Context: an optimization exercise on an open-source flow, tuned for small area. The choices shown serve that exercise and are no tape-out recipe. In this exercise RTL edits were held to simulation tests only and were not proved equivalent to the original.

==> design/flow/design.v <==
`timescale 1ns / 1ps
module cordic_vectoring_top #(parameter data_width=16,cordic_steps=16,angle_width=20)(
    input clk,
    input nreset,
    input enable,
    input signed [data_width-1:0] x_vec_in,
    input signed [data_width-1:0] y_vec_in,
    output wire signed [data_width-1:0] x_vec_out,
    output [cordic_steps-1:0] micro_rotation,
    output signed [angle_width-1:0] angle,
    output done
    );
    wire sx0 = x_vec_in[15], sy0 = y_vec_in[15];
    wire [15:0] ux = x_vec_in ^ {16{sx0}};
    wire [15:0] uy = y_vec_in ^ {16{sy0}};
    wire [15:0] ax = ux + {15'd0, sx0};
    wire [15:0] x_1, y_1;
    cv_add_sk #(16) a0x (.a(ax), .b(uy), .ci(sy0), .s(x_1));
    wire [15:0] axm = ax - {15'd0, sy0};
    cv_add_sk #(16) a0y (.a(uy), .b(~axm), .ci(1'b1), .s(y_1));
    wire n_1 = y_1[15];
    wire [14:0] z_1 = y_1[14:0] ^ {15{n_1}};
    wire [1:0] q_1 = {sx0, sx0 ^ sy0};    
    wire v_1 = nreset & enable;
    wire [15:0] m_1 = 16'd1;
    reg [15:0] xr_1; reg [14:0] zr_1; reg nr_1; reg [1:0] qr_1; reg vr_1;
    always @(posedge clk) begin
        xr_1 <= x_1; zr_1 <= z_1; nr_1 <= n_1; qr_1 <= q_1;
        vr_1 <= nreset & v_1;
    end
    wire [15:0] x_2;
    wire signed [15:0] xs_2 = $signed(xr_1) >>> 1;
    wire [15:0] w_2;
    cv_add_bk #(16) ax_2 (.a(xr_1), .b({2'd0, zr_1[14:1]}), .ci(nr_1), .s(x_2));
    cv_add_sk #(16) aw_2 (.a({1'b0, zr_1}), .b(~xs_2), .ci(1'b1), .s(w_2));
    wire n_2 = nr_1 ^ w_2[15];
    wire [14:0] z_2 = w_2[14:0] ^ {15{w_2[15]}};
    wire [15:0] m_2 = 16'd1 | {14'd0, ~nr_1, 1'd0};
    wire [1:0] q_2 = qr_1;
    wire v_2 = vr_1;
    wire [15:0] x_3;
    wire signed [15:0] xs_3 = $signed(x_2) >>> 2;
    wire [15:0] w_3;
    cv_add_bk #(16) ax_3 (.a(x_2), .b({3'd0, z_2[14:2]}), .ci(n_2), .s(x_3));
    cv_add_sk #(16) aw_3 (.a({1'b0, z_2}), .b(~xs_3), .ci(1'b1), .s(w_3));
    wire n_3 = n_2 ^ w_3[15];
    wire [14:0] z_3 = w_3[14:0] ^ {15{w_3[15]}};
    wire [15:0] m_3 = m_2 | {13'd0, ~n_2, 2'd0};
    wire [1:0] q_3 = q_2;
    wire v_3 = v_2;
    wire [15:0] x_4;
    wire signed [15:0] xs_4 = $signed(x_3) >>> 3;
    wire [15:0] w_4;
    cv_add_bk #(16) ax_4 (.a(x_3), .b({4'd0, z_3[14:3]}), .ci(n_3), .s(x_4));
    cv_add_sk #(16) aw_4 (.a({1'b0, z_3}), .b(~xs_4), .ci(1'b1), .s(w_4));
    wire n_4 = n_3 ^ w_4[15];
    wire [14:0] z_4 = w_4[14:0] ^ {15{w_4[15]}};
    wire [15:0] m_4 = m_3 | {12'd0, ~n_3, 3'd0};
    wire [1:0] q_4 = q_3;
    wire v_4 = v_3;
    reg [15:0] xr_4; reg [14:0] zr_4; reg nr_4; reg [1:0] qr_4; reg vr_4;
    reg [3:1] mr_4;
    always @(posedge clk) begin
        xr_4 <= x_4; zr_4 <= z_4; nr_4 <= n_4; qr_4 <= q_4;
        mr_4 <= m_4[3:1];
        vr_4 <= nreset & v_4;
    end
    wire [15:0] x_5;
    wire signed [15:0] xs_5 = $signed(xr_4) >>> 4;
    wire [15:0] w_5;
    cv_add_bk #(16) ax_5 (.a(xr_4), .b({5'd0, zr_4[14:4]}), .ci(nr_4), .s(x_5));
    cv_add_sk #(16) aw_5 (.a({1'b0, zr_4}), .b(~xs_5), .ci(1'b1), .s(w_5));
    wire n_5 = nr_4 ^ w_5[15];
    wire [14:0] z_5 = w_5[14:0] ^ {15{w_5[15]}};
    wire [15:0] m_5 = {12'd0, mr_4, 1'b1} | {11'd0, ~nr_4, 4'd0};
    wire [1:0] q_5 = qr_4;
    wire v_5 = vr_4;
    wire [15:0] x_6;
    wire signed [15:0] xs_6 = $signed(x_5) >>> 5;
    wire [15:0] w_6;
    cv_add_bk #(16) ax_6 (.a(x_5), .b({6'd0, z_5[14:5]}), .ci(n_5), .s(x_6));
    cv_add_sk #(16) aw_6 (.a({1'b0, z_5}), .b(~xs_6), .ci(1'b1), .s(w_6));
    wire n_6 = n_5 ^ w_6[15];
    wire [14:0] z_6 = w_6[14:0] ^ {15{w_6[15]}};
    wire [15:0] m_6 = m_5 | {10'd0, ~n_5, 5'd0};
    wire [1:0] q_6 = q_5;
    wire v_6 = v_5;
    wire [15:0] x_7;
    wire signed [15:0] xs_7 = $signed(x_6) >>> 6;
    wire [15:0] w_7;
    cv_add_bk #(16) ax_7 (.a(x_6), .b({7'd0, z_6[14:6]}), .ci(n_6), .s(x_7));
    cv_add_sk #(16) aw_7 (.a({1'b0, z_6}), .b(~xs_7), .ci(1'b1), .s(w_7));
    wire n_7 = n_6 ^ w_7[15];
    wire [14:0] z_7 = w_7[14:0] ^ {15{w_7[15]}};
    wire [15:0] m_7 = m_6 | {9'd0, ~n_6, 6'd0};
    wire [1:0] q_7 = q_6;
    wire v_7 = v_6;
    reg [15:0] xr_7; reg [14:0] zr_7; reg nr_7; reg [1:0] qr_7; reg vr_7;
    reg [6:1] mr_7;
    always @(posedge clk) begin
        xr_7 <= x_7; zr_7 <= z_7; nr_7 <= n_7; qr_7 <= q_7;
        mr_7 <= m_7[6:1];
        vr_7 <= nreset & v_7;
    end
    wire [15:0] x_8;
    wire signed [15:0] xs_8 = $signed(xr_7) >>> 7;
    wire [15:0] w_8;
    cv_add_bk #(16) ax_8 (.a(xr_7), .b({8'd0, zr_7[14:7]}), .ci(nr_7), .s(x_8));
    cv_add_sk #(16) aw_8 (.a({1'b0, zr_7}), .b(~xs_8), .ci(1'b1), .s(w_8));
    wire n_8 = nr_7 ^ w_8[15];
    wire [14:0] z_8 = w_8[14:0] ^ {15{w_8[15]}};
    wire [15:0] m_8 = {9'd0, mr_7, 1'b1} | {8'd0, ~nr_7, 7'd0};
    wire [1:0] q_8 = qr_7;
    wire v_8 = vr_7;
    wire [15:0] x_9;
    wire signed [15:0] xs_9 = $signed(x_8) >>> 8;
    wire [15:0] w_9;
    cv_add_bk #(16) ax_9 (.a(x_8), .b({9'd0, z_8[14:8]}), .ci(n_8), .s(x_9));
    cv_add_sk #(16) aw_9 (.a({1'b0, z_8}), .b(~xs_9), .ci(1'b1), .s(w_9));
    wire n_9 = n_8 ^ w_9[15];
    wire [14:0] z_9 = w_9[14:0] ^ {15{w_9[15]}};
    wire [15:0] m_9 = m_8 | {7'd0, ~n_8, 8'd0};
    wire [1:0] q_9 = q_8;
    wire v_9 = v_8;
    wire [15:0] x_10;
    wire signed [15:0] xs_10 = $signed(x_9) >>> 9;
    wire [15:0] w_10;
    cv_add_bk #(16) ax_10 (.a(x_9), .b({10'd0, z_9[14:9]}), .ci(n_9), .s(x_10));
    cv_add_sk #(16) aw_10 (.a({1'b0, z_9}), .b(~xs_10), .ci(1'b1), .s(w_10));
    wire n_10 = n_9 ^ w_10[15];
    wire [14:0] z_10 = w_10[14:0] ^ {15{w_10[15]}};
    wire [15:0] m_10 = m_9 | {6'd0, ~n_9, 9'd0};
    wire [1:0] q_10 = q_9;
    wire v_10 = v_9;
    reg [15:0] xr_10; reg [14:0] zr_10; reg nr_10; reg [1:0] qr_10; reg vr_10;
    reg [9:1] mr_10;
    always @(posedge clk) begin
        xr_10 <= x_10; zr_10 <= z_10; nr_10 <= n_10; qr_10 <= q_10;
        mr_10 <= m_10[9:1];
        vr_10 <= nreset & v_10;
    end
    wire [15:0] x_11;
    wire signed [15:0] xs_11 = $signed(xr_10) >>> 10;
    wire [15:0] w_11;
    cv_add_bk #(16) ax_11 (.a(xr_10), .b({11'd0, zr_10[14:10]}), .ci(nr_10), .s(x_11));
    cv_add_sk #(16) aw_11 (.a({1'b0, zr_10}), .b(~xs_11), .ci(1'b1), .s(w_11));
    wire n_11 = nr_10 ^ w_11[15];
    wire [14:0] z_11 = w_11[14:0] ^ {15{w_11[15]}};
    wire [15:0] m_11 = {6'd0, mr_10, 1'b1} | {5'd0, ~nr_10, 10'd0};
    wire [1:0] q_11 = qr_10;
    wire v_11 = vr_10;
    wire [15:0] x_12;
    wire signed [15:0] xs_12 = $signed(x_11) >>> 11;
    wire [15:0] w_12;
    cv_add_bk #(16) ax_12 (.a(x_11), .b({12'd0, z_11[14:11]}), .ci(n_11), .s(x_12));
    cv_add_sk #(16) aw_12 (.a({1'b0, z_11}), .b(~xs_12), .ci(1'b1), .s(w_12));
    wire n_12 = n_11 ^ w_12[15];
    wire [14:0] z_12 = w_12[14:0] ^ {15{w_12[15]}};
    wire [15:0] m_12 = m_11 | {4'd0, ~n_11, 11'd0};
    wire [1:0] q_12 = q_11;
    wire v_12 = v_11;
    wire [15:0] x_13;
    wire signed [15:0] xs_13 = $signed(x_12) >>> 12;
    wire [15:0] w_13;
    cv_add_bk #(16) ax_13 (.a(x_12), .b({13'd0, z_12[14:12]}), .ci(n_12), .s(x_13));
    cv_add_sk #(16) aw_13 (.a({1'b0, z_12}), .b(~xs_13), .ci(1'b1), .s(w_13));
    wire n_13 = n_12 ^ w_13[15];
    wire [14:0] z_13 = w_13[14:0] ^ {15{w_13[15]}};
    wire [15:0] m_13 = m_12 | {3'd0, ~n_12, 12'd0};
    wire [1:0] q_13 = q_12;
    wire v_13 = v_12;
    reg [15:0] xr_13; reg [14:0] zr_13; reg nr_13; reg [1:0] qr_13; reg vr_13;
    reg [12:1] mr_13;
    always @(posedge clk) begin
        xr_13 <= x_13; zr_13 <= z_13; nr_13 <= n_13; qr_13 <= q_13;
        mr_13 <= m_13[12:1];
        vr_13 <= nreset & v_13;
    end
    wire [15:0] x_14;
    wire signed [15:0] xs_14 = $signed(xr_13) >>> 13;
    wire [15:0] w_14;
    cv_add_bk #(16) ax_14 (.a(xr_13), .b({14'd0, zr_13[14:13]}), .ci(nr_13), .s(x_14));
    cv_add_sk #(16) aw_14 (.a({1'b0, zr_13}), .b(~xs_14), .ci(1'b1), .s(w_14));
    wire n_14 = nr_13 ^ w_14[15];
    wire [14:0] z_14 = w_14[14:0] ^ {15{w_14[15]}};
    wire [15:0] m_14 = {3'd0, mr_13, 1'b1} | {2'd0, ~nr_13, 13'd0};
    wire [1:0] q_14 = qr_13;
    wire v_14 = vr_13;
    wire [15:0] x_15;
    wire signed [15:0] xs_15 = $signed(x_14) >>> 14;
    wire [15:0] w_15;
    cv_add_bk #(16) ax_15 (.a(x_14), .b({15'd0, z_14[14:14]}), .ci(n_14), .s(x_15));
    cv_add_sk #(16) aw_15 (.a({1'b0, z_14}), .b(~xs_15), .ci(1'b1), .s(w_15));
    wire n_15 = n_14 ^ w_15[15];
    wire [14:0] z_15 = w_15[14:0] ^ {15{w_15[15]}};
    wire [15:0] m_15 = m_14 | {1'd0, ~n_14, 14'd0};
    wire [1:0] q_15 = q_14;
    wire v_15 = v_14;
    wire [15:0] x_16;
    assign x_16 = x_15 + {15'd0, n_15};
    wire [15:0] m_16 = m_15 | {~n_15, 15'd0};
    wire [1:0] q_16 = q_15;
    wire v_16 = v_15;
    reg [15:0] xr_16, mr_16; reg [1:0] qr_16; reg vr_16;
    always @(posedge clk) begin xr_16 <= x_16; mr_16 <= {m_16[15:14], m_16[13:1] ^ {13{q_16[0]}}, 1'b1}; qr_16 <= q_16; vr_16 <= nreset & v_16; end
    assign micro_rotation = {mr_16[15:14], mr_16[13:1] ^ {13{qr_16[0]}}, 1'b1};
    assign done = vr_16;
    wire mt_s0 = xr_16[0] ^ xr_16[2];
    wire mt_c0 = xr_16[0] & xr_16[2];
    wire mt_s1 = xr_16[1] ^ xr_16[3] ^ ~xr_16[6];
    wire mt_c1 = (xr_16[1] & xr_16[3]) | (xr_16[1] & ~xr_16[6]) | (xr_16[3] & ~xr_16[6]);
    wire mt_s2 = xr_16[2] ^ xr_16[4] ^ ~xr_16[7];
    wire mt_c2 = (xr_16[2] & xr_16[4]) | (xr_16[2] & ~xr_16[7]) | (xr_16[4] & ~xr_16[7]);
    wire mt_s3 = xr_16[3] ^ xr_16[5] ^ ~xr_16[8];
    wire mt_c3 = (xr_16[3] & xr_16[5]) | (xr_16[3] & ~xr_16[8]) | (xr_16[5] & ~xr_16[8]);
    wire mt_s4 = xr_16[4] ^ xr_16[6] ^ ~xr_16[9];
    wire mt_c4 = (xr_16[4] & xr_16[6]) | (xr_16[4] & ~xr_16[9]) | (xr_16[6] & ~xr_16[9]);
    wire mt_s5 = xr_16[5] ^ xr_16[7] ^ ~xr_16[10];
    wire mt_c5 = (xr_16[5] & xr_16[7]) | (xr_16[5] & ~xr_16[10]) | (xr_16[7] & ~xr_16[10]);
    wire mt_s6 = xr_16[6] ^ xr_16[8] ^ ~xr_16[11];
    wire mt_c6 = (xr_16[6] & xr_16[8]) | (xr_16[6] & ~xr_16[11]) | (xr_16[8] & ~xr_16[11]);
    wire mt_s7 = xr_16[7] ^ xr_16[9] ^ ~xr_16[12];
    wire mt_c7 = (xr_16[7] & xr_16[9]) | (xr_16[7] & ~xr_16[12]) | (xr_16[9] & ~xr_16[12]);
    wire mt_s8 = xr_16[8] ^ xr_16[10] ^ ~xr_16[13];
    wire mt_c8 = (xr_16[8] & xr_16[10]) | (xr_16[8] & ~xr_16[13]) | (xr_16[10] & ~xr_16[13]);
    wire mt_s9 = xr_16[9] ^ xr_16[11] ^ ~xr_16[14];
    wire mt_c9 = (xr_16[9] & xr_16[11]) | (xr_16[9] & ~xr_16[14]) | (xr_16[11] & ~xr_16[14]);
    wire mt_s10 = xr_16[10] ^ xr_16[12] ^ ~xr_16[15];
    wire mt_c10 = (xr_16[10] & xr_16[12]) | (xr_16[10] & ~xr_16[15]) | (xr_16[12] & ~xr_16[15]);
    wire mt_s11 = ~xr_16[0] ^ ~xr_16[2];
    wire mt_c11 = ~xr_16[0] & ~xr_16[2];
    wire mt_s12 = ~xr_16[1] ^ ~xr_16[3];
    wire mt_c12 = ~xr_16[1] & ~xr_16[3];
    wire mt_s13 = ~xr_16[2] ^ ~xr_16[4];
    wire mt_c13 = ~xr_16[2] & ~xr_16[4];
    wire mt_s14 = xr_16[0] ^ ~xr_16[3] ^ ~xr_16[5];
    wire mt_c14 = (xr_16[0] & ~xr_16[3]) | (xr_16[0] & ~xr_16[5]) | (~xr_16[3] & ~xr_16[5]);
    wire mt_s15 = xr_16[1] ^ ~xr_16[4] ^ ~xr_16[6];
    wire mt_c15 = (xr_16[1] & ~xr_16[4]) | (xr_16[1] & ~xr_16[6]) | (~xr_16[4] & ~xr_16[6]);
    wire mt_s16 = mt_s0 ^ ~xr_16[5] ^ ~xr_16[7];
    wire mt_c16 = (mt_s0 & ~xr_16[5]) | (mt_s0 & ~xr_16[7]) | (~xr_16[5] & ~xr_16[7]);
    wire mt_s17 = mt_c0 ^ mt_s1 ^ ~xr_16[8];
    wire mt_c17 = (mt_c0 & mt_s1) | (mt_c0 & ~xr_16[8]) | (mt_s1 & ~xr_16[8]);
    wire mt_s18 = mt_c1 ^ mt_s2 ^ ~xr_16[9];
    wire mt_c18 = (mt_c1 & mt_s2) | (mt_c1 & ~xr_16[9]) | (mt_s2 & ~xr_16[9]);
    wire mt_s19 = mt_c2 ^ mt_s3 ^ ~xr_16[10];
    wire mt_c19 = (mt_c2 & mt_s3) | (mt_c2 & ~xr_16[10]) | (mt_s3 & ~xr_16[10]);
    wire mt_s20 = mt_c3 ^ mt_s4 ^ ~xr_16[11];
    wire mt_c20 = (mt_c3 & mt_s4) | (mt_c3 & ~xr_16[11]) | (mt_s4 & ~xr_16[11]);
    wire mt_s21 = mt_c4 ^ mt_s5 ^ ~xr_16[12];
    wire mt_c21 = (mt_c4 & mt_s5) | (mt_c4 & ~xr_16[12]) | (mt_s5 & ~xr_16[12]);
    wire mt_s22 = mt_c5 ^ mt_s6 ^ ~xr_16[13];
    wire mt_c22 = (mt_c5 & mt_s6) | (mt_c5 & ~xr_16[13]) | (mt_s6 & ~xr_16[13]);
    wire mt_s23 = mt_c6 ^ mt_s7 ^ ~xr_16[14];
    wire mt_c23 = (mt_c6 & mt_s7) | (mt_c6 & ~xr_16[14]) | (mt_s7 & ~xr_16[14]);
    wire mt_s24 = mt_c7 ^ mt_s8 ^ ~xr_16[15];
    wire mt_c24 = (mt_c7 & mt_s8) | (mt_c7 & ~xr_16[15]) | (mt_s8 & ~xr_16[15]);
    wire mt_s25 = mt_c8 ^ mt_s9 ^ 1'b1;
    wire mt_c25 = (mt_c8 & mt_s9) | (mt_c8 & 1'b1) | (mt_s9 & 1'b1);
    wire mt_s26 = mt_c9 ^ mt_s10 ^ 1'b1;
    wire mt_c26 = (mt_c9 & mt_s10) | (mt_c9 & 1'b1) | (mt_s10 & 1'b1);
    wire mt_s27 = mt_c10 ^ xr_16[11] ^ xr_16[13];
    wire mt_c27 = (mt_c10 & xr_16[11]) | (mt_c10 & xr_16[13]) | (xr_16[11] & xr_16[13]);
    wire mt_s28 = xr_16[12] ^ xr_16[14] ^ 1'b1;
    wire mt_c28 = (xr_16[12] & xr_16[14]) | (xr_16[12] & 1'b1) | (xr_16[14] & 1'b1);
    wire mt_s29 = xr_16[13] ^ xr_16[15] ^ 1'b1;
    wire mt_c29 = (xr_16[13] & xr_16[15]) | (xr_16[13] & 1'b1) | (xr_16[15] & 1'b1);
    wire mt_s30 = xr_16[14] ^ 1'b1;
    wire mt_c30 = xr_16[14] & 1'b1;
    wire mt_s31 = xr_16[15] ^ 1'b1;
    wire mt_c31 = xr_16[15] & 1'b1;
    wire [23:0] mp_a = {mt_c31, mt_c30, mt_c29, mt_c28, mt_c27, mt_c26, mt_c25, mt_c24, mt_c23, mt_c22, mt_c21, mt_c20, mt_c19, mt_c18, mt_c17, mt_c16, mt_c15, mt_c14, mt_c13, mt_c12, mt_c11, mt_s11, ~xr_16[1], ~xr_16[0]};
    wire [23:0] mp_b = {1'b1, mt_s31, mt_s30, mt_s29, mt_s28, mt_s27, mt_s26, mt_s25, mt_s24, mt_s23, mt_s22, mt_s21, mt_s20, mt_s19, mt_s18, mt_s17, mt_s16, mt_s15, mt_s14, mt_s13, mt_s12, 1'b1, 1'b0, 1'b1};
    wire [23:0] mp_r;
    cv_add_ks #(24) mp_add (.a(mp_a), .b(mp_b), .ci(1'b0), .s(mp_r));
    assign x_vec_out = mp_r[23:8];
    wire neg = qr_16[0];
    wire [13:1] mq = mr_16[13:1];
    reg [19:0] kq;
    always @* case (qr_16) 2'd0: kq = 20'hff8ff; 2'd1: kq = 20'hfb8ff; 2'd2: kq = 20'hf78ff; default: kq = 20'h038ff; endcase
    wire at_s32 = mq[2] ^ mq[3] ^ mq[4];
    wire at_c32 = (mq[2] & mq[3]) | (mq[2] & mq[4]) | (mq[3] & mq[4]);
    wire at_s33 = mq[2] ^ mq[4];
    wire at_c33 = mq[2] & mq[4];
    wire at_s34 = at_s32 ^ mq[5] ^ mq[7];
    wire at_c34 = (at_s32 & mq[5]) | (at_s32 & mq[7]) | (mq[5] & mq[7]);
    wire at_s35 = at_c32 ^ at_s33 ^ mq[6];
    wire at_c35 = (at_c32 & at_s33) | (at_c32 & mq[6]) | (at_s33 & mq[6]);
    wire at_s36 = mq[10] ^ mq[12];
    wire at_c36 = mq[10] & mq[12];
    wire at_s37 = at_c33 ^ mq[1] ^ mq[5];
    wire at_c37 = (at_c33 & mq[1]) | (at_c33 & mq[5]) | (mq[1] & mq[5]);
    wire at_s38 = mq[9] ^ mq[11] ^ 1'b1;
    wire at_c38 = (mq[9] & mq[11]) | (mq[9] & 1'b1) | (mq[11] & 1'b1);
    wire at_s39 = mq[2] ^ mq[4] ^ mq[8];
    wire at_c39 = (mq[2] & mq[4]) | (mq[2] & mq[8]) | (mq[4] & mq[8]);
    wire at_s40 = mq[10] ^ 1'b1;
    wire at_c40 = mq[10] & 1'b1;
    wire at_s41 = mq[2] ^ mq[3] ^ mq[7];
    wire at_c41 = (mq[2] & mq[3]) | (mq[2] & mq[7]) | (mq[3] & mq[7]);
    wire at_s42 = mq[9] ^ 1'b1;
    wire at_c42 = mq[9] & 1'b1;
    wire at_s43 = mq[1] ^ mq[2] ^ mq[6];
    wire at_c43 = (mq[1] & mq[2]) | (mq[1] & mq[6]) | (mq[2] & mq[6]);
    wire at_s44 = mq[8] ^ 1'b1;
    wire at_c44 = mq[8] & 1'b1;
    wire at_s45 = mq[1] ^ mq[2] ^ mq[5];
    wire at_c45 = (mq[1] & mq[2]) | (mq[1] & mq[5]) | (mq[2] & mq[5]);
    wire at_s46 = mq[7] ^ 1'b1;
    wire at_c46 = mq[7] & 1'b1;
    wire at_s47 = mq[1] ^ mq[2] ^ mq[4];
    wire at_c47 = (mq[1] & mq[2]) | (mq[1] & mq[4]) | (mq[2] & mq[4]);
    wire at_s48 = at_s34 ^ mq[11];
    wire at_c48 = at_s34 & mq[11];
    wire at_s49 = at_c34 ^ at_s35 ^ at_s36;
    wire at_c49 = (at_c34 & at_s35) | (at_c34 & at_s36) | (at_s35 & at_s36);
    wire at_s50 = at_c35 ^ at_c36 ^ at_s37;
    wire at_c50 = (at_c35 & at_c36) | (at_c35 & at_s37) | (at_c36 & at_s37);
    wire at_s51 = at_c37 ^ at_c38 ^ at_s39;
    wire at_c51 = (at_c37 & at_c38) | (at_c37 & at_s39) | (at_c38 & at_s39);
    wire at_s52 = at_c39 ^ at_c40 ^ at_s41;
    wire at_c52 = (at_c39 & at_c40) | (at_c39 & at_s41) | (at_c40 & at_s41);
    wire at_s53 = at_c41 ^ at_c42 ^ at_s43;
    wire at_c53 = (at_c41 & at_c42) | (at_c41 & at_s43) | (at_c42 & at_s43);
    wire at_s54 = at_c43 ^ at_c44 ^ at_s45;
    wire at_c54 = (at_c43 & at_c44) | (at_c43 & at_s45) | (at_c44 & at_s45);
    wire at_s55 = at_c45 ^ at_c46 ^ at_s47;
    wire at_c55 = (at_c45 & at_c46) | (at_c45 & at_s47) | (at_c46 & at_s47);
    wire at_s56 = at_c47 ^ mq[2] ^ mq[3];
    wire at_c56 = (at_c47 & mq[2]) | (at_c47 & mq[3]) | (mq[2] & mq[3]);
    wire at_s57 = at_s48 ^ mq[13];
    wire at_c57 = at_s48 & mq[13];
    wire at_s58 = at_c48 ^ at_s49 ^ 1'b1;
    wire at_c58 = (at_c48 & at_s49) | (at_c48 & 1'b1) | (at_s49 & 1'b1);
    wire at_s59 = at_c49 ^ at_s50 ^ at_s38;
    wire at_c59 = (at_c49 & at_s50) | (at_c49 & at_s38) | (at_s50 & at_s38);
    wire at_s60 = at_c50 ^ at_s51 ^ at_s40;
    wire at_c60 = (at_c50 & at_s51) | (at_c50 & at_s40) | (at_s51 & at_s40);
    wire at_s61 = at_c51 ^ at_s52 ^ at_s42;
    wire at_c61 = (at_c51 & at_s52) | (at_c51 & at_s42) | (at_s52 & at_s42);
    wire at_s62 = at_c52 ^ at_s53 ^ at_s44;
    wire at_c62 = (at_c52 & at_s53) | (at_c52 & at_s44) | (at_s53 & at_s44);
    wire at_s63 = at_c53 ^ at_s54 ^ at_s46;
    wire at_c63 = (at_c53 & at_s54) | (at_c53 & at_s46) | (at_s54 & at_s46);
    wire at_s64 = at_c54 ^ at_s55 ^ mq[6];
    wire at_c64 = (at_c54 & at_s55) | (at_c54 & mq[6]) | (at_s55 & mq[6]);
    wire at_s65 = at_c55 ^ at_s56 ^ mq[5];
    wire at_c65 = (at_c55 & at_s56) | (at_c55 & mq[5]) | (at_s56 & mq[5]);
    wire at_s66 = at_c56 ^ mq[1] ^ mq[4];
    wire at_c66 = (at_c56 & mq[1]) | (at_c56 & mq[4]) | (mq[1] & mq[4]);
    wire at_s67 = mq[3] ^ 1'b1;
    wire at_c67 = mq[3] & 1'b1;
    wire at_s68 = mq[2] ^ 1'b1;
    wire at_c68 = mq[2] & 1'b1;
    wire at_s69 = mq[1] ^ 1'b1;
    wire at_c69 = mq[1] & 1'b1;
    wire [19:0] ap_a = {kq[19], kq[18], kq[17], kq[16], kq[15], at_c69, at_c68, at_c67, at_c66, at_c65, at_c64, at_c63, at_c62, at_c61, at_c60, at_c59, at_c58, at_c57, at_s57, 1'b1};
    wire [19:0] ap_b = {1'b0, 1'b0, 1'b0, 1'b0, 1'b0, kq[14], at_s69, at_s68, at_s67, at_s66, at_s65, at_s64, at_s63, at_s62, at_s61, at_s60, at_s59, at_s58, 1'b1, 1'b0};
    wire [19:0] ap_r;
    cv_add_ks #(20) ap_add (.a(ap_a), .b(ap_b), .ci(1'b0), .s(ap_r));
    assign angle = ap_r;
endmodule
module cv_add_bk #(parameter W=16) (input [W-1:0] a, input [W-1:0] b, input ci, output [W-1:0] s);
    reg [W-1:0] p, g, pp, gg;
    integer i, j;
    always @* begin
        p = a ^ b;
        g = a & b;
        gg = g; pp = p;
        gg[0] = g[0] | (p[0] & ci);
        for (i = 1; (1 << i) <= W; i = i + 1)
            for (j = (1 << i) - 1; j < W; j = j + (1 << i)) begin
                gg[j] = gg[j] | pp[j] & gg[j - (1 << (i-1))];
                pp[j] = pp[j] & pp[j - (1 << (i-1))];
            end
        for (i = 5; i > 0; i = i - 1)
            for (j = (1 << i) + (1 << (i-1)) - 1; j < W; j = j + (1 << i)) begin
                gg[j] = gg[j] | pp[j] & gg[j - (1 << (i-1))];
                pp[j] = pp[j] & pp[j - (1 << (i-1))];
            end
    end
    assign s = p ^ {gg[W-2:0], ci};
endmodule
module cv_add_ks #(parameter W=16) (input [W-1:0] a, input [W-1:0] b, input ci, output [W-1:0] s);
    reg [W-1:0] p, g, pp, gg;
    integer i, j;
    always @* begin
        p = a ^ b;
        g = a & b;
        gg = g; pp = p;
        gg[0] = g[0] | (p[0] & ci);
        for (i = 0; (1 << i) < W; i = i + 1)
            for (j = W - 1; j >= (1 << i); j = j - 1) begin
                gg[j] = gg[j] | pp[j] & gg[j - (1 << i)];
                pp[j] = pp[j] & pp[j - (1 << i)];
            end
    end
    assign s = p ^ {gg[W-2:0], ci};
endmodule
module cv_add_sk #(parameter W=16) (input [W-1:0] a, input [W-1:0] b, input ci, output [W-1:0] s);
    reg [W-1:0] p, g, pp, gg;
    integer i, j;
    always @* begin
        p = a ^ b;
        g = a & b;
        gg = g; pp = p;
        gg[0] = g[0] | (p[0] & ci);
        for (i = 0; (1 << i) < W; i = i + 1)
            for (j = 0; j < W; j = j + 1)
                if (j & (1 << i)) begin
                    gg[j] = gg[j] | pp[j] & gg[((j >> i) << i) - 1];
                    pp[j] = pp[j] & pp[((j >> i) << i) - 1];
                end
    end
    assign s = p ^ {gg[W-2:0], ci};
endmodule
==> design/flow/flow/run.sh <==
#!/bin/bash
# The standard layout, with the port buffers made of the smallest buffer cell
# instead of the default clkdlybuf4s50_1. Every port still gets its buffer.
export BUFFER_PORTS_ARGS="-buffer_cell sky130_fd_sc_hd__buf_1"
bash standard.sh > standard.log 2>&1
==> design/flow/standard.sh <==
#!/bin/bash
# synth_recipe.tcl (not shown) runs the flow's synth.tcl, then flattens the netlist and writes it again
# the make line also repeats each setting of config.mk as NAME=value (left out here)
make -C /OpenROAD-flow-scripts/flow DESIGN_CONFIG=/design/flow/config.mk WORK_HOME=/design/flow/orfs CLKGATE_MAP_FILE= SYNTH_SCRIPT=/design/flow/synth_recipe.tcl "${@:-finish}"
==> design/flow/config.mk <==
export PLATFORM = sky130hd
export DESIGN_NAME = cordic_vectoring_top
export DESIGN_NICKNAME = cordic_vectoring_top
export VERILOG_FILES = /design/flow/design.v
export SDC_FILE = /design/flow/constraint.sdc
export NUM_CORES = 4
export LEC_CHECK = 0
export ABC_AREA = 1
export CAP_MARGIN = 20
export CORE_MARGIN = 2
export CORE_UTILIZATION = 50
export CTS_CLUSTER_DIAMETER = 80
export CTS_CLUSTER_SIZE = 40
export PLACE_DENSITY = 0.65
export SLEW_MARGIN = 20
==> design/flow/constraint.sdc <==
create_clock -name core_clock -period 7.0 [get_ports {clk}]
set_input_delay 1.4000 -clock core_clock [delete_from_list [all_inputs] [get_ports {clk}]]
set_output_delay 1.4000 -clock core_clock [all_outputs]
set_load 0.01 [all_outputs]
==> impl_metrics.yaml, run 1 <==
outcome:
  status: "finished clean"
critical_path:
  crit_start: "zr_7[0]"
  path_max_fanout: 7
  r2r_setup_slack_ns: 0.30
  end_kind: "flop"
  r2r.worst_path.cells: 44
  crit_path_start_kind: "flop"
  slowest_stage: "fa_1"
  cpPeakStageDelay_ns: 0.42
  worstSetupPathType: "flop to flop"
  critical_path_arrival_ns: 7.11
  cp_data_required_time_ns: 7.41
  worstReg2RegStart: "zr_7[0]"
  timing.rr.end: "xr_10[15]"
logic_synthesis:
  synth_compound_area_share_pct: 6.63
  synth_edf_count: 0
  synthAdderAreaFrac_pct: 33.3
  ys_ff_latch: 239
  synth_xor_area_share_pct: 18.5
  synth-seq-area-share_pct: 18.5
  netlist_instances: 3104
  yosysWarningCount: 5
  synth_ff_type: "dfxtp_1"
  synth_cell_types: 58
  async_reset_ff_share_pct: 0
  synthMuxAreaShare_pct: 0.0774
  postSynthAreaPerCell_um2: 8.33
  syn-cell-area_um2: 25900
  synth-simple-area-share_pct: 13.9
  synth_top_family_by_area: "adder cells"
drt:
  drtPass1Iterations: 5
  route.detailed.drc: 0
  routed_wirelength_mm: 55.8
  wl_per_cell_um: 14.0
  num_vias: 19641
  via_per_inst: 4.91
  drt-initial-drc-count: 688
  final_antenna_net_count: 0
cells_and_area:
  mostFrequentLayoutCells: "inv_1, nand2_1, ha_1"
  fillCellCount: 4569
  nNetsFinal: 3923
  final_cell_area_um2: 29300
  drive_above_1_share_pct: 10.9
  synthToLayoutAreaGrowth_pct: 13.3
  final_common_cell: "inv_1"
floorplanning:
  dieArea_um2: 53600
  initial_core_util_pct: 50.5
  core-area_um2: 51200
  die_w_um: 231
  rows: 83
  die_h_um: 231
  ios: 88
sta:
  tightest_slew_ns: 1.00
  skew_ns: 0.0449
  fmax_mhz: 149
  fin_crit_sh_pct: 95.7
  drv_slew: 0
  setup_viol: 0
  fin_crit_ns: 6.70
  maxSlewHeadroom_pct: 33.2
  rsz0062_at_grt: "true"
  final_hold_viol_count: 0
  holdWs_ns: 0.302
grt:
  track_usage_pct: 20.8
  grt_pass1_wl_mm: 92.0
  grt_max_degree: 32
  grt_overflow_total: 0
  first_global_vias: 19804
  antenna_found_initial: 0
clocking:
  clk_pin_slew_ns: 0.11
  ctsHoldBuffers: 0
  cts_buffers: 17
  clk_latency_ns: 0.55
  cts_tree: "yes"
  numClockSinks: 239
  cts_buffer_depth: 3
  clock-root-buffer: "clkbuf_16"
  cts_max_level: 1
worst_hold_path:
  hold_path.class: "flop to flop"
  min_to: "mr_10[4]"
  hp-start: "mr_7[4]"
  whs_path_depth: 0
flow_run:
  drv_cap: 0
placement:
  dpl-instance-area_um2: 27500
  portBuffers: 85
  place.detailed.hpwl_mm: 47.8
  place_congestion: 0.890
flip-flops by register name (all words and copies together), names as in the netlist, 15 cells and up:
register and count:
xr_4 16, xr_1 16, zr_10 15, zr_13 15, xr_10 16, zr_7 15
xr_7 16, xr_16 16, mr_16 15, zr_4 15, zr_1 15, xr_13 16
cell usage after synthesis, types with 29 or more instances:
library cell	number	share of area [%]
o21ai_0	43	0.83
nor2_1	99	1.4
inv_1	580	8.4
nand3_1	126	2.4
fa_1	177	14
ha_1	406	20
a21oi_1	156	3.0
nand2_1	524	7.6
xor2_1	380	13
dfxtp_1	239	19
xnor2_1	147	5.0
a21o_1	29	0.84
what timing repair did:
item | 4_1_cts | 5_1_grt
buffers inserted | 0 | 34
endpoints found under the setup margin | 65 | 108
gates cloned | 0 | 2
pin swaps | 1 | 61
gates resized for setup | 22 | 170
endpoints found under the hold margin | 0 | 0
metal layers:
metal	vias up	GRT usage, %	share of wire (%)	wire, µm
li1	10128	-	-	-
met1	9167	25.3	44	24700
met2	262	38.6	50	28100
met3	84	1.96	2.7	1510
met4	0	5.83	2.8	1560
met5	-	0	0	0
logic make-up after synthesis:
group / Yosys count
AND/OR/NAND/NOR: 842
buffers and inverters: 607
adder cells (fa/ha/maj): 583
XOR/XNOR: 536
AO/OA/AOI/OAI: 294
flip-flops: 239
multiplexers: 2
other: 1
critical path: cells and delay by family, from the launching register on:
kind | cells | cell delay (ns)
flops | 1 | 0.35
simple gates | 19 | 1.55
compound gates | 6 | 0.90
fa+ha+maj | 7 | 2.29
xor+xnor | 4 | 0.78
buf+inv | 8 | 0.69
stage by stage:
step | cells | worst slack (ns) | TNS, ns | util (%)
global placement | 3930 | -0.0969 | -1.20 | 53.8
global route | 3996 | -0.0717 | -1.69 | 57.2
detailed placement | 3930 | -0.332 | -7.82 | 53.8
finish | 3997 | 0.299 | 0 | 57.2
floorplan | 3105 | 0.0148 | 0 | -
CTS | 3960 | 0.00296 | 0 | 55.3
how the worst max path moves through the flow:
stage / end / cells after the start
floorplan: zr_13[8] / 49
global placement: xr_10[15] / 41
detailed placement: xr_10[15] / 47
CTS: zr_10[12] / 48
global route: xr_4[15] / 44
finish: xr_10[15] / 44
final cells by class:
class	count	area, µm²	share of cell area, %
Multi-Input combinational cell	2259	19500	66.5
Timing Repair Buffer	204	1280	4.38
Antenna cell	1	2.50	0.00854
Clock inverter	13	250	0.854
Inverter	584	2200	7.50
Sequential cell	239	4790	16.4
Tap cell	680	851	2.90
Clock buffer	17	425	1.45
==> run 2: changes to the inputs <==
--- a/design/flow/config.mk
+++ b/design/flow/config.mk
@@ -13,3 +13,4 @@
 export CTS_CLUSTER_SIZE = 40
 export PLACE_DENSITY = 0.65
+export SETUP_SLACK_MARGIN = -0.2
 export SLEW_MARGIN = 20
==> run 2 against run 1 <==
Effect of this change: register-to-register slack lost 0.14 ns; critical path type unchanged; critical endpoint is now xr_4[15]; largest cell class unchanged; sequential cell count is the same; via count up 0.73%; hold slack gained 0.027 ns; cell count is 0.85% higher; first-iteration DRC count grew 2.9%.
==> impl_metrics.yaml, run 2 <==
grt:
  grt_max_degree: 29
  antenna_found_initial: 0
  grt_overflow_total: 0
  track_usage_pct: 21.2
  first_global_vias: 20086
  grt_pass1_wl_mm: 94.2
cells_and_area:
  final_common_cell: "inv_1"
  synthToLayoutAreaGrowth_pct: 13.1
  mostFrequentLayoutCells: "inv_1, nand2_1, ha_1"
  fin_cells: 4031
  nNetsFinal: 3957
  drive_above_1_share_pct: 10.0
  diodes: 0
sta:
  fin_crit_ns: 6.84
  skew_ns: 0.0300
  holdWs_ns: 0.330
  fin_ws_ns: 0.157
  tightest_slew_ns: 0.995
  setup_viol: 0
  maxSlewHeadroom_pct: 33.6
  final_hold_viol_count: 0
  fmax_mhz: 146
  fin_crit_sh_pct: 97.8
  drv_slew: 0
logic_synthesis:
  synth_top_area_share_pct: 19.6
  ys_top_cells_by_count: "inv_1, nand2_1, ha_1"
  postSynthAreaPerCell_um2: 8.33
  synth-seq-area-share_pct: 18.5
  netlist_instances: 3104
  yosysWarningCount: 5
  yosysMostFrequentCell: "inv_1"
  synth_cell_types: 58
  synthTopCellsByArea: "ha_1, dfxtp_1, fa_1"
  synth_area_leader_cell: "ha_1"
  syn-cell-area_um2: 25900
  ys_ff_latch: 239
  synth_edf_count: 0
  async_reset_ff_share_pct: 0
  synth_ff_type: "dfxtp_1"
clocking:
  cts_buffer_depth: 3
  clock-root-buffer: "clkbuf_16"
  ctsHoldBuffers: 0
  clk_latency_ns: 0.55
  numClockSinks: 239
  clk_pin_slew_ns: 0.10
  cts_max_level: 1
  cts_buffers: 18
  cts_tree: "yes"
critical_path:
  end_kind: "flop"
  cpPeakStageDelay_ns: 0.46
  r2r_setup_slack_ns: 0.16
  cp_data_required_time_ns: 7.48
  slowest_stage: "fa_1"
  critical_path_arrival_ns: 7.32
  path_max_fanout: 4
  worstSetupPathType: "flop to flop"
  crit_path_start_kind: "flop"
  cp_common_cell: "nand2_1"
floorplanning:
  dieArea_um2: 53600
  rows: 83
  die_w_um: 231
  core-area_um2: 51200
  die_h_um: 231
  ios: 88
  initial_core_util_pct: 50.5
drt:
  route.detailed.drc: 0
  routed_wirelength_mm: 56.6
  wl_per_cell_um: 14.0
  via_per_inst: 4.91
  num_vias: 19784
  drtPass1Iterations: 5
  drt-initial-drc-count: 708
  final_antenna_net_count: 0
flow_run:
  drv_cap: 0
outcome:
  status: "finished clean"
placement:
  dp.cells: 3982
  portBuffers: 85
  dp_slack_ns: -0.388
  place.detailed.hpwl_mm: 48.5
  place_congestion: 0.867
worst_hold_path:
  hold_path.class: "flop to flop"
run 2: cell families after synthesis:
family,count (synthesis),share of synthesized area (%)
AOI/OAI and AO/OA,294,6.63
xor gates and xnor gates,536,18.5
adders and majority gates,583,33.3
buffers and inverters,607,9.10
DFF,239,18.5
muxes,2,0.0774
other,1,0.0145
and+or+nand+nor,842,13.9
run 2: layout make-up:
| cell class | instances | area (µm²) |
|---|---|---|
| timing repair buffer | 237 | 1530 |
| inverter | 584 | 2190 |
| multi-input combinational | 2259 | 19200 |
| clock buffer | 20 | 489 |
| tap | 680 | 851 |
| clock inverter | 12 | 205 |
| sequential | 239 | 4790 |
| fill | 4611 | 21900 |
run 2: through the flow:
stage / cell area [µm²] / util, % / TNS, ns
after global placement: 27900 / 54.5 / -2.26
after detailed placement: 27900 / 54.5 / -7.48
final: 29300 / 57.1 / 0
after floorplan: 25900 / - / -1.38
after global routing: 29300 / 57.1 / -17.16
after CTS: 28600 / 55.9 / -3.49
run 2: final timing paths:
check        cells past startpoint      from       end
max                             41      nr_1  xr_4[15]
min                              0  qr_10[1]  qr_13[1]
max reg2reg                     41      nr_1  xr_4[15]
min reg2reg                      0  qr_10[1]  qr_13[1]
run 2: repair_timing:
item                       4_1_cts  5_1_grt
setup endpoints to repair       23      104
pin swaps                        0       32
gates cloned                     0        1
setup buffers                    0       16
resized for setup                3      118
run 2: critical path: cells and delay by family, from the launching register on:
kind	cells	cell delay [ns]
XOR/XNOR	1	0.16
AND/OR/NAND/NOR	19	1.73
AO/OA/AOI/OAI	8	1.56
buffers and inverters	6	0.49
adder cells (fa/ha/maj)	7	2.47
flip-flops	1	0.37
run 2: metal layers:
layer / vias to the layer above / GRT usage, % / part of all wire (%)
li1: 10204 / - / -
met1: 9230 / 26.3 / 45
met2: 268 / 39.4 / 51
met3: 82 / 1.77 / 2.4
met4: 0 / 5.26 / 2.2
met5: - / 0 / 0
==> run 3: changes to the inputs <==
==> design/flow/flow/run.sh (replaced) <==
#!/bin/bash
# The standard layout, with two changes: the port buffers are the smallest
# buffer cell instead of clkdlybuf4s50_1 (every port still gets its buffer),
# and after global routing the resizer downsizes gates off the critical paths.
export BUFFER_PORTS_ARGS="-buffer_cell sky130_fd_sc_hd__buf_1"
export RECOVER_POWER=100
bash standard.sh > standard.log 2>&1
--- a/design/flow/config.mk
+++ b/design/flow/config.mk
@@ -13,4 +13,3 @@
 export CTS_CLUSTER_SIZE = 40
 export PLACE_DENSITY = 0.65
-export SETUP_SLACK_MARGIN = -0.2
 export SLEW_MARGIN = 20
==> run 3 against run 2 <==
Effect of this change: utilization rose by 0.051 points; sequential cell count did not move; global-route usage fell by 0.43 points; worst setup slack improved by 0.14 ns; design area barely moved; synthesized area did not move; clock skew rose by 0.015 ns.
==> impl_metrics.yaml, run 3 <==
critical_path:
  worstReg2RegStart: "zr_7[0]"
  slowest_stage: "fa_1"
  cpPeakStageDelay_ns: 0.42
  r2r_setup_slack_ns: 0.30
  critical_path_arrival_ns: 7.11
  path_max_fanout: 7
  r2r.worst_path.cells: 44
  timing.rr.end: "xr_10[15]"
  end_kind: "flop"
  worstSetupPathType: "flop to flop"
  crit_path_start_kind: "flop"
  cp_data_required_time_ns: 7.41
logic_synthesis:
  synth_compound_area_share_pct: 6.63
  ys_top_cells_by_count: "inv_1, nand2_1, ha_1"
  async_reset_ff_share_pct: 0
  synth_edf_count: 0
  yosysWarningCount: 5
  netlist_instances: 3104
  synth_ff_type: "dfxtp_1"
  synthTopCellsByArea: "ha_1, dfxtp_1, fa_1"
  ys_ff_latch: 239
  synth-seq-area-share_pct: 18.5
  synth_xor_area_share_pct: 18.5
  synthAdderAreaFrac_pct: 33.3
  synth_top_area_share_pct: 19.6
  synth_cell_types: 58
  synth_area_leader_cell: "ha_1"
  synth-simple-area-share_pct: 13.9
  syn-cell-area_um2: 25900
  synthMuxAreaShare_pct: 0.0774
  postSynthAreaPerCell_um2: 8.33
  yosysMostFrequentCell: "inv_1"
  synth_top_family_by_area: "adder cells"
clocking:
  clk_pin_slew_ns: 0.11
  numClockSinks: 239
  cts_buffers: 17
  ctsHoldBuffers: 0
  cts_max_level: 1
  clock-root-buffer: "clkbuf_16"
  cts_buffer_depth: 3
  clk_latency_ns: 0.55
  cts_tree: "yes"
drt:
  routed_wirelength_mm: 55.8
  drt-initial-drc-count: 693
  wl_per_cell_um: 14.0
  route.detailed.drc: 0
  drtPass1Iterations: 7
  via_per_inst: 4.91
  final_antenna_net_count: 0
  num_vias: 19633
placement:
  dp_slack_ns: -0.332
  dp.cells: 3930
  place.detailed.hpwl_mm: 47.8
  portBuffers: 85
  dpl-instance-area_um2: 27500
  place_congestion: 0.890
flow_run:
  drv_cap: 0
floorplanning:
  die_w_um: 231
  rows: 83
  die_h_um: 231
  initial_core_util_pct: 50.5
  dieArea_um2: 53600
  core-area_um2: 51200
  ios: 88
grt:
  grt_max_degree: 32
  grt_overflow_total: 0
  first_global_vias: 19804
  track_usage_pct: 20.8
  antenna_found_initial: 0
  grt_pass1_wl_mm: 92.0
sta:
  setup_viol: 0
  maxSlewHeadroom_pct: 33.2
  tightest_slew_ns: 1.00
  fin_crit_ns: 6.70
  rsz0062_at_grt: "true"
  fin_crit_sh_pct: 95.7
  fmax_mhz: 149
  final_hold_viol_count: 0
  fin_ws_ns: 0.298
  drv_slew: 0
  skew_ns: 0.0448
cells_and_area:
  synthToLayoutAreaGrowth_pct: 13.2
  mostFrequentLayoutCells: "inv_1, nand2_1, ha_1"
  final_common_cell: "inv_1"
  drive_above_1_share_pct: 10.8
  multi_input_area_um2: 19500
  fillCellCount: 4575
  seqCellArea_um2: 4790
  final_cell_area_um2: 29300
  fin_cells: 3997
  nNetsFinal: 3923
worst_hold_path:
  min_to: "mr_10[4]"
  hold_path.class: "flop to flop"
  whs_path_depth: 0
  hp-start: "mr_7[4]"
outcome:
  status: "finished clean"
-- run 3: cell counts after synthesis --
Identical to the previous run, type by type.
-- run 3: logic make-up after synthesis --
logic type / after synthesis
xor gates and xnor gates: 536
other: 1
adders and majority gates: 583
DFF: 239
AOI/OAI and AO/OA: 294
buffers and inverters: 607
muxes: 2
and+or+nand+nor: 842
-- run 3: worst max-delay path, delay by kind of cell (launching register included) --
family	cells	cell delay (ns)
simple gates	19	1.55
fa+ha+maj	7	2.29
buf+inv	8	0.69
compound gates	6	0.90
flops	1	0.35
xor+xnor	4	0.78
-- run 3: worst max path at each step --
stage	to	start	slack (ns)	cells after the start
after global routing	xr_4[15]	nr_1	-0.09	44
after CTS	zr_10[12]	zr_7[0]	0.003	48
after detailed placement	xr_10[15]	zr_7[0]	-0.33	47
after floorplan	zr_13[8]	xr_10[10]	0.01	49
final	xr_10[15]	zr_7[0]	0.30	44
after global placement	xr_10[15]	nr_7	-0.1	41
-- run 3: final cells by class --
type,instances,area share [%]
multi-input combinational,2259,66.6
sequential,239,16.4
inverter,584,7.50
timing repair buffer,204,4.37
tap,680,2.91
clock buffer,17,1.45
clock inverter,13,0.855
antenna,1,0.00855
-- run 3: per-stage QoR --
| stage | hold slack (ns) | util (%) | setup TNS (ns) |
|---|---|---|---|
| 2_1_floorplan | 0.310 | - | 0 |
| 3_3_place_gp | 0.310 | 53.8 | -1.20 |
| 5_1_grt | 0.326 | 57.2 | -2.41 |
| 3_5_place_dp | 0.312 | 53.8 | -7.82 |
| 4_1_cts | 0.302 | 55.3 | 0 |
| 6_report | 0.303 | 57.2 | 0 |
-- run 3: routing by layer --
metal | wire length (µm) | up-vias | track usage [%] | share of wire (%)
met5 | 0 | - | 0 | 0
met3 | 1550 | 84 | 1.96 | 2.8
met4 | 1560 | 0 | 5.83 | 2.8
li1 | - | 10129 | - | -
met1 | 24700 | 9157 | 25.3 | 44
met2 | 28100 | 263 | 38.6 | 50
-- run 3: repair_timing --
item,in CTS,in global routing
pin swaps,1,61
endpoints found under the setup margin,65,108
resized for setup,22,170
setup buffers,0,34
cloned,0,2
==> run 4: changes to the inputs <==
--- a/design/flow/design.v
+++ b/design/flow/design.v
@@ -16,7 +16,7 @@
     wire [15:0] ax = ux + {15'd0, sx0};
     wire [15:0] x_1, y_1;
-    cv_add_sk #(16) a0x (.a(ax), .b(uy), .ci(sy0), .s(x_1));
+    cv_add_bk #(16) a0x (.a(ax), .b(uy), .ci(sy0), .s(x_1));
     wire [15:0] axm = ax - {15'd0, sy0};
-    cv_add_sk #(16) a0y (.a(uy), .b(~axm), .ci(1'b1), .s(y_1));
+    cv_add_bk #(16) a0y (.a(uy), .b(~axm), .ci(1'b1), .s(y_1));
     wire n_1 = y_1[15];
     wire [14:0] z_1 = y_1[14:0] ^ {15{n_1}};
@@ -273,5 +273,5 @@
     wire [23:0] mp_b = {1'b1, mt_s31, mt_s30, mt_s29, mt_s28, mt_s27, mt_s26, mt_s25, mt_s24, mt_s23, mt_s22, mt_s21, mt_s20, mt_s19, mt_s18, mt_s17, mt_s16, mt_s15, mt_s14, mt_s13, mt_s12, 1'b1, 1'b0, 1'b1};
     wire [23:0] mp_r;
-    cv_add_ks #(24) mp_add (.a(mp_a), .b(mp_b), .ci(1'b0), .s(mp_r));
+    cv_add_bk #(24) mp_add (.a(mp_a), .b(mp_b), .ci(1'b0), .s(mp_r));
     assign x_vec_out = mp_r[23:8];
     wire neg = qr_16[0];
@@ -358,5 +358,5 @@
     wire [19:0] ap_b = {1'b0, 1'b0, 1'b0, 1'b0, 1'b0, kq[14], at_s69, at_s68, at_s67, at_s66, at_s65, at_s64, at_s63, at_s62, at_s61, at_s60, at_s59, at_s58, 1'b1, 1'b0};
     wire [19:0] ap_r;
-    cv_add_ks #(20) ap_add (.a(ap_a), .b(ap_b), .ci(1'b0), .s(ap_r));
+    cv_add_bk #(20) ap_add (.a(ap_a), .b(ap_b), .ci(1'b0), .s(ap_r));
     assign angle = ap_r;
 endmodule
@@ -380,20 +380,4 @@
             end
     end
-    assign s = p ^ {gg[W-2:0], ci};
-endmodule
-module cv_add_ks #(parameter W=16) (input [W-1:0] a, input [W-1:0] b, input ci, output [W-1:0] s);
-    reg [W-1:0] p, g, pp, gg;
-    integer i, j;
-    always @* begin
-        p = a ^ b;
-        g = a & b;
-        gg = g; pp = p;
-        gg[0] = g[0] | (p[0] & ci);
-        for (i = 0; (1 << i) < W; i = i + 1)
-            for (j = W - 1; j >= (1 << i); j = j - 1) begin
-                gg[j] = gg[j] | pp[j] & gg[j - (1 << i)];
-                pp[j] = pp[j] & pp[j - (1 << i)];
-            end
-    end
     assign s = p ^ {gg[W-2:0], ci};
 endmodule
==> design/flow/flow/run.sh (replaced) <==
#!/bin/bash
# The standard layout, with the port buffers made of the smallest buffer cell
# instead of the default clkdlybuf4s50_1. Every port still gets its buffer.
export BUFFER_PORTS_ARGS="-buffer_cell sky130_fd_sc_hd__buf_1"
bash standard.sh > standard.log 2>&1
==> run 4 against run 3 <==
Effect of this change: still clean; synthesized cell count down 3.4%; utilization increased by 0.29 points; critical endpoint is now zr_4[3].
==> impl_metrics.yaml, run 4 <==
drt:
  route.detailed.drc: 0
  drt-initial-drc-count: 495
  final_antenna_net_count: 0
  drtPass1Iterations: 5
  wl_per_cell_um: 13.7
  via_per_inst: 4.88
  routed_wirelength_mm: 54.0
  num_vias: 19192
clocking:
  cts_tree: "yes"
  cts_buffer_depth: 3
  ctsHoldBuffers: 0
  clk_pin_slew_ns: 0.10
  clk_latency_ns: 0.55
  cts_buffers: 18
  numClockSinks: 239
  clock-root-buffer: "clkbuf_16"
  cts_max_level: 1
sta:
  maxSlewHeadroom_pct: 46.5
  fmax_mhz: 149
  final_hold_viol_count: 0
  rsz0062_at_grt: "true"
  fin_ws_ns: 0.302
  holdWs_ns: 0.286
  fin_crit_ns: 6.70
  tightest_slew_ns: 0.802
  fin_crit_sh_pct: 95.7
  skew_ns: 0.0498
  drv_slew: 0
  setup_viol: 0
critical_path:
  worstSetupPathType: "flop to flop"
  cp_common_cell: "nand2_1"
  path_max_fanout: 8
  crit_path_start_kind: "flop"
  r2r.worst_path.cells: 43
  slowest_stage: "fa_2"
  end_kind: "flop"
  cpPeakStageDelay_ns: 0.49
  cp_data_required_time_ns: 7.43
  critical_path_arrival_ns: 7.13
logic_synthesis:
  synth-seq-area-share_pct: 18.7
  synthTopCellsByArea: "ha_1, dfxtp_1, fa_1"
  syn-cell-area_um2: 25700
  yosysMostFrequentCell: "inv_1"
  ys_top_cells_by_count: "inv_1, nand2_1, ha_1"
  synth_compound_area_share_pct: 5.82
  netlist_instances: 3000
  postSynthAreaPerCell_um2: 8.55
  synthMuxAreaShare_pct: 0
  synth_area_leader_cell: "ha_1"
  synthAdderAreaFrac_pct: 35.2
  yosysWarningCount: 5
  synth_top_family_by_area: "adder cells"
  synth-simple-area-share_pct: 13.2
  synth_edf_count: 0
  synth_xor_area_share_pct: 18.0
  async_reset_ff_share_pct: 0
  ys_ff_latch: 239
  synth_cell_types: 48
  synth_ff_type: "dfxtp_1"
  synth_top_area_share_pct: 19.7
flow_run:
  drv_cap: 0
floorplanning:
  ios: 88
  die_h_um: 231
  die_w_um: 231
  core-area_um2: 51000
  rows: 83
  dieArea_um2: 53100
  initial_core_util_pct: 50.3
cells_and_area:
  drive_above_1_share_pct: 12.1
  diodes: 0
  nNetsFinal: 3878
  synthToLayoutAreaGrowth_pct: 14.3
  final_common_cell: "inv_1"
  mostFrequentLayoutCells: "inv_1, nand2_1, ha_1"
grt:
  antenna_found_initial: 0
  track_usage_pct: 20.1
  grt_pass1_wl_mm: 89.3
  grt_overflow_total: 0
  grt_max_degree: 32
  first_global_vias: 19839
placement:
  portBuffers: 85
  place_congestion: 0.894
  place.detailed.hpwl_mm: 46.3
  dp_slack_ns: -0.0988
outcome:
  status: "finished clean"
worst_hold_path:
  whs_path_depth: 0
  hold_path.class: "flop to flop"
## run 4: worst max-delay path, delay by kind of cell, from the launching register on
kind | cells | cell delay (ns)
AO/OA/AOI/OAI | 7 | 1.45
flip-flops | 1 | 0.35
XOR/XNOR | 2 | 0.35
adder cells (fa/ha/maj) | 6 | 1.90
buffers and inverters | 7 | 0.58
AND/OR/NAND/NOR | 21 | 1.98
## run 4: worst paths after layout
path,start,slack [ns],endpoint
max,nr_1,0.30,zr_4[3]
min,mr_10[7],0.29,mr_13[7]
max reg2reg,nr_1,0.30,zr_4[3]
min reg2reg,mr_10[7],0.29,mr_13[7]
## run 4: layer usage
layer  wire (µm)  up-vias  global-route usage [%]
met2       28300      174                    38.8
met5           0        -                       0
met1       23200     9089                    23.5
met4        1360        0                    5.44
met3        1070       81                    1.78
li1            -     9848                       -
## run 4: what timing repair did
| item | in CTS | in global routing |
|---|---|---|
| gates resized for setup | 11 | 175 |
| buffers inserted | 0 | 32 |
| endpoints found under the setup margin | 58 | 106 |
| pin swaps | 0 | 63 |
| cloned | 0 | 2 |
## run 4: layout make-up
cell class                      instances  area [µm²]
Inverter                              578        2170
Clock buffer                           20         468
Multi-Input combinational cell       2158       19200
Tap cell                              680         851
Fill cell                            4468       21700
Sequential cell                       239        4790
Timing Repair Buffer                  245        1610
Clock inverter                         12         196
## run 4: metrics by stage
step                      cells  setup TNS (ns)  instance area [µm²]  utilization (%)
after CTS                  3898         -0.0437                28300             55.6
after floorplan            3001               0                25700                -
after global placement     3866               0                27600             54.2
after global routing       3932           -3.90                29300             57.5
after detailed placement   3866          -0.654                27600             54.2
final                      3932               0                29300             57.5
## run 4: cells by family (layout without fill, tap and decap cells)
family                   Yosys count  after routing
flip-flops                       239            239
adder cells (fa/ha/maj)          603            603
AO/OA/AOI/OAI                    257            257
buffers and inverters            604            855
XOR/XNOR                         522            522
other                              1              2
AND/OR/NAND/NOR                  774            774
==> run 5: changes to the inputs <==
--- a/design/flow/config.mk
+++ b/design/flow/config.mk
@@ -13,3 +13,4 @@
 export CTS_CLUSTER_SIZE = 40
 export PLACE_DENSITY = 0.65
+export SETUP_SLACK_MARGIN = -0.1
 export SLEW_MARGIN = 20
==> run 5 against run 4 <==
Effect of this change: design area down 0.38%; sequential cell count unchanged; utilization down 0.22 points; via count down 0.15%; hold slack better by 0.024 ns; routed wire length down 0.77%; global-route usage up 0.071 points; clock-buffer cell count unchanged; critical endpoint is now xr_7[13]; largest cell class unchanged.
==> impl_metrics.yaml, run 5 <==
drt:
  final_antenna_net_count: 0
  drtPass1Iterations: 5
  drt-initial-drc-count: 542
  wl_per_cell_um: 13.7
  routed_wirelength_mm: 53.6
  via_per_inst: 4.89
  route.detailed.drc: 0
  num_vias: 19163
logic_synthesis:
  postSynthAreaPerCell_um2: 8.55
  ys_ff_latch: 239
  async_reset_ff_share_pct: 0
  synthTopCellsByArea: "ha_1, dfxtp_1, fa_1"
  ys_top_cells_by_count: "inv_1, nand2_1, ha_1"
  synth_cell_types: 48
  synth_area_leader_cell: "ha_1"
  yosysMostFrequentCell: "inv_1"
  syn-cell-area_um2: 25700
  yosysWarningCount: 5
  synth_top_area_share_pct: 19.7
  synth_edf_count: 0
  synth-seq-area-share_pct: 18.7
  netlist_instances: 3000
  synth_ff_type: "dfxtp_1"
sta:
  maxSlewHeadroom_pct: 47.9
  setup_viol: 0
  holdWs_ns: 0.309
  fin_crit_ns: 6.70
  fin_crit_sh_pct: 95.7
  tightest_slew_ns: 0.780
  final_hold_viol_count: 0
  skew_ns: 0.0232
  fmax_mhz: 149
  finalSetupTns_ns: 0
  drv_slew: 0
flow_run:
  drv_cap: 0
floorplanning:
  die_h_um: 231
  rows: 83
  ios: 88
  dieArea_um2: 53100
  die_w_um: 231
  core-area_um2: 51000
  initial_core_util_pct: 50.3
cells_and_area:
  final_common_cell: "inv_1"
  nNetsFinal: 3866
  fillCellCount: 4519
  synthToLayoutAreaGrowth_pct: 13.8
  mostFrequentLayoutCells: "inv_1, nand2_1, ha_1"
  diodes: 0
  post-route-util_pct: 57.3
  final_cell_area_um2: 29200
  drive_above_1_share_pct: 11.4
critical_path:
  slowest_stage: "fa_1"
  r2r.worst_path.cells: 42
  cpPeakStageDelay_ns: 0.43
  crit_path_start_kind: "flop"
  path_max_fanout: 4
  crit_family: "adder cells"
  end_kind: "flop"
  cp_num_buf_inv: 7
  cp_data_required_time_ns: 7.43
  worstSetupPathType: "flop to flop"
  critical_path_arrival_ns: 7.13
  cp_num_cells: 42
clocking:
  clk_pin_slew_ns: 0.10
  clock-root-buffer: "clkbuf_16"
  cts_max_level: 1
  cts_buffers: 19
  clk_latency_ns: 0.54
  cts_buffer_depth: 3
  cts_tree: "yes"
  numClockSinks: 239
grt:
  top_usage_layer: "met2"
  grt_overflow_total: 0
  grt_max_degree: 32
  use_met1_pct: 23.5
  antenna_found_initial: 0
  grt_use_met3_pct: 2.03
  grt_pass1_wl_mm: 90.0
  track_usage_pct: 20.1
  grtUsageMet2_pct: 38.8
  first_global_vias: 19929
placement:
  place.detailed.hpwl_mm: 46.2
  place_congestion: 0.895
  dpl-instance-area_um2: 27700
  portBuffers: 85
worst_hold_path:
  whs_path_depth: 0
  hold_path.class: "flop to flop"
outcome:
  status: "finished clean"
-- run 5: path summary, 6_finish.rpt --
path | start | to | slack (ns)
hold / removal | qr_10[0] | qr_13[0] | 0.31
hold reg to reg | qr_10[0] | qr_13[0] | 0.31
setup reg to reg | nr_4 | xr_7[13] | 0.30
setup / recovery | nr_4 | xr_7[13] | 0.30
-- run 5: cell type report --
type	count	area (µm²)	share of cell area [%]
clock inverter	14	213	0.728
inverter	578	2170	7.43
clock buffer	20	489	1.68
multi-input combinational	2158	19200	65.7
tap	680	851	2.91
sequential	239	4800	16.4
timing repair buffer	232	1500	5.12
-- run 5: stage by stage --
step	cells	setup slack (ns)
finish	3921	0.300
detailed placement	3870	-0.138
global route	3921	-0.263
floorplan	3001	-0.0454
CTS	3904	-0.0997
global placement	3870	0.0217
-- run 5: logic make-up after synthesis --
| kind of cell | share of synthesized area, % |
|---|---|
| other | 0.0146 |
| AO/OA/AOI/OAI | 5.82 |
| buffers and inverters | 9.12 |
| AND/OR/NAND/NOR | 13.2 |
| XOR/XNOR | 18.0 |
| adder cells (fa/ha/maj) | 35.2 |
| flip-flops | 18.7 |
-- run 5: what timing repair did --
item                                    4_1_cts  5_1_grt
endpoints found under the setup margin       23      109
cloned                                        0        1
setup buffers                                 0       16
gates resized for setup                       5      161
hold endpoints to repair                      0        0
hold buffers                                  0        0
pin swaps                                     0       48
-- run 5: worst register-to-register path, delay by kind of cell (launching register included) --
kind,cells,cell delay [ns]
flip-flops,1,0.35
AO/OA/AOI/OAI,12,2.10
adder cells (fa/ha/maj),7,2.25
XOR/XNOR,1,0.13
buffers and inverters,7,0.50
AND/OR/NAND/NOR,15,1.27
-- run 5: per-layer routing --
| metal | part of all wire [%] | wire, µm |
|---|---|---|
| met5 | 0 | 0 |
| met4 | 2.6 | 1370 |
| met3 | 2.0 | 1080 |
| met2 | 53 | 28200 |
| met1 | 43 | 22900 |

[static timing again, ports no longer ideal]
The flow's constraints put no driver on any port. The routed layouts listed below were extracted and timed again, unchanged, in two steps. Step 1 sets driving cells, clkbuf_16 on the clock port and buf_2 on the other inputs (assumed; they add their load-dependent delay and slew). Step 2 also shifts input and output timing later by t, the mid clock arrival at the registers, as if the neighbouring blocks saw the same clock. a / b / c = no drivers / after step 1 / after step 2; a / b = the first two.
run | shift t [ns] | slack for setup (ns) | latest minus earliest clock arrival (ns) | slew at the worst register clock pin (ns)
run 1 | 0.585 | 0.299 / 0.299 / 0.299 | 0.045 / 0.045 | 0.11 / 0.11
run 2 | 0.587 | 0.157 / 0.136 / 0.157 | 0.039 / 0.039 | 0.10 / 0.10
run 3 | 0.586 | 0.298 / 0.298 / 0.298 | 0.045 / 0.044 | 0.11 / 0.11
run 4 | 0.582 | 0.302 / 0.253 / 0.302 | 0.050 / 0.051 | 0.10 / 0.10
run 5 | 0.597 | 0.300 / 0.270 / 0.300 | 0.029 / 0.029 | 0.10 / 0.10
After both steps setup and hold are still met in every run listed.
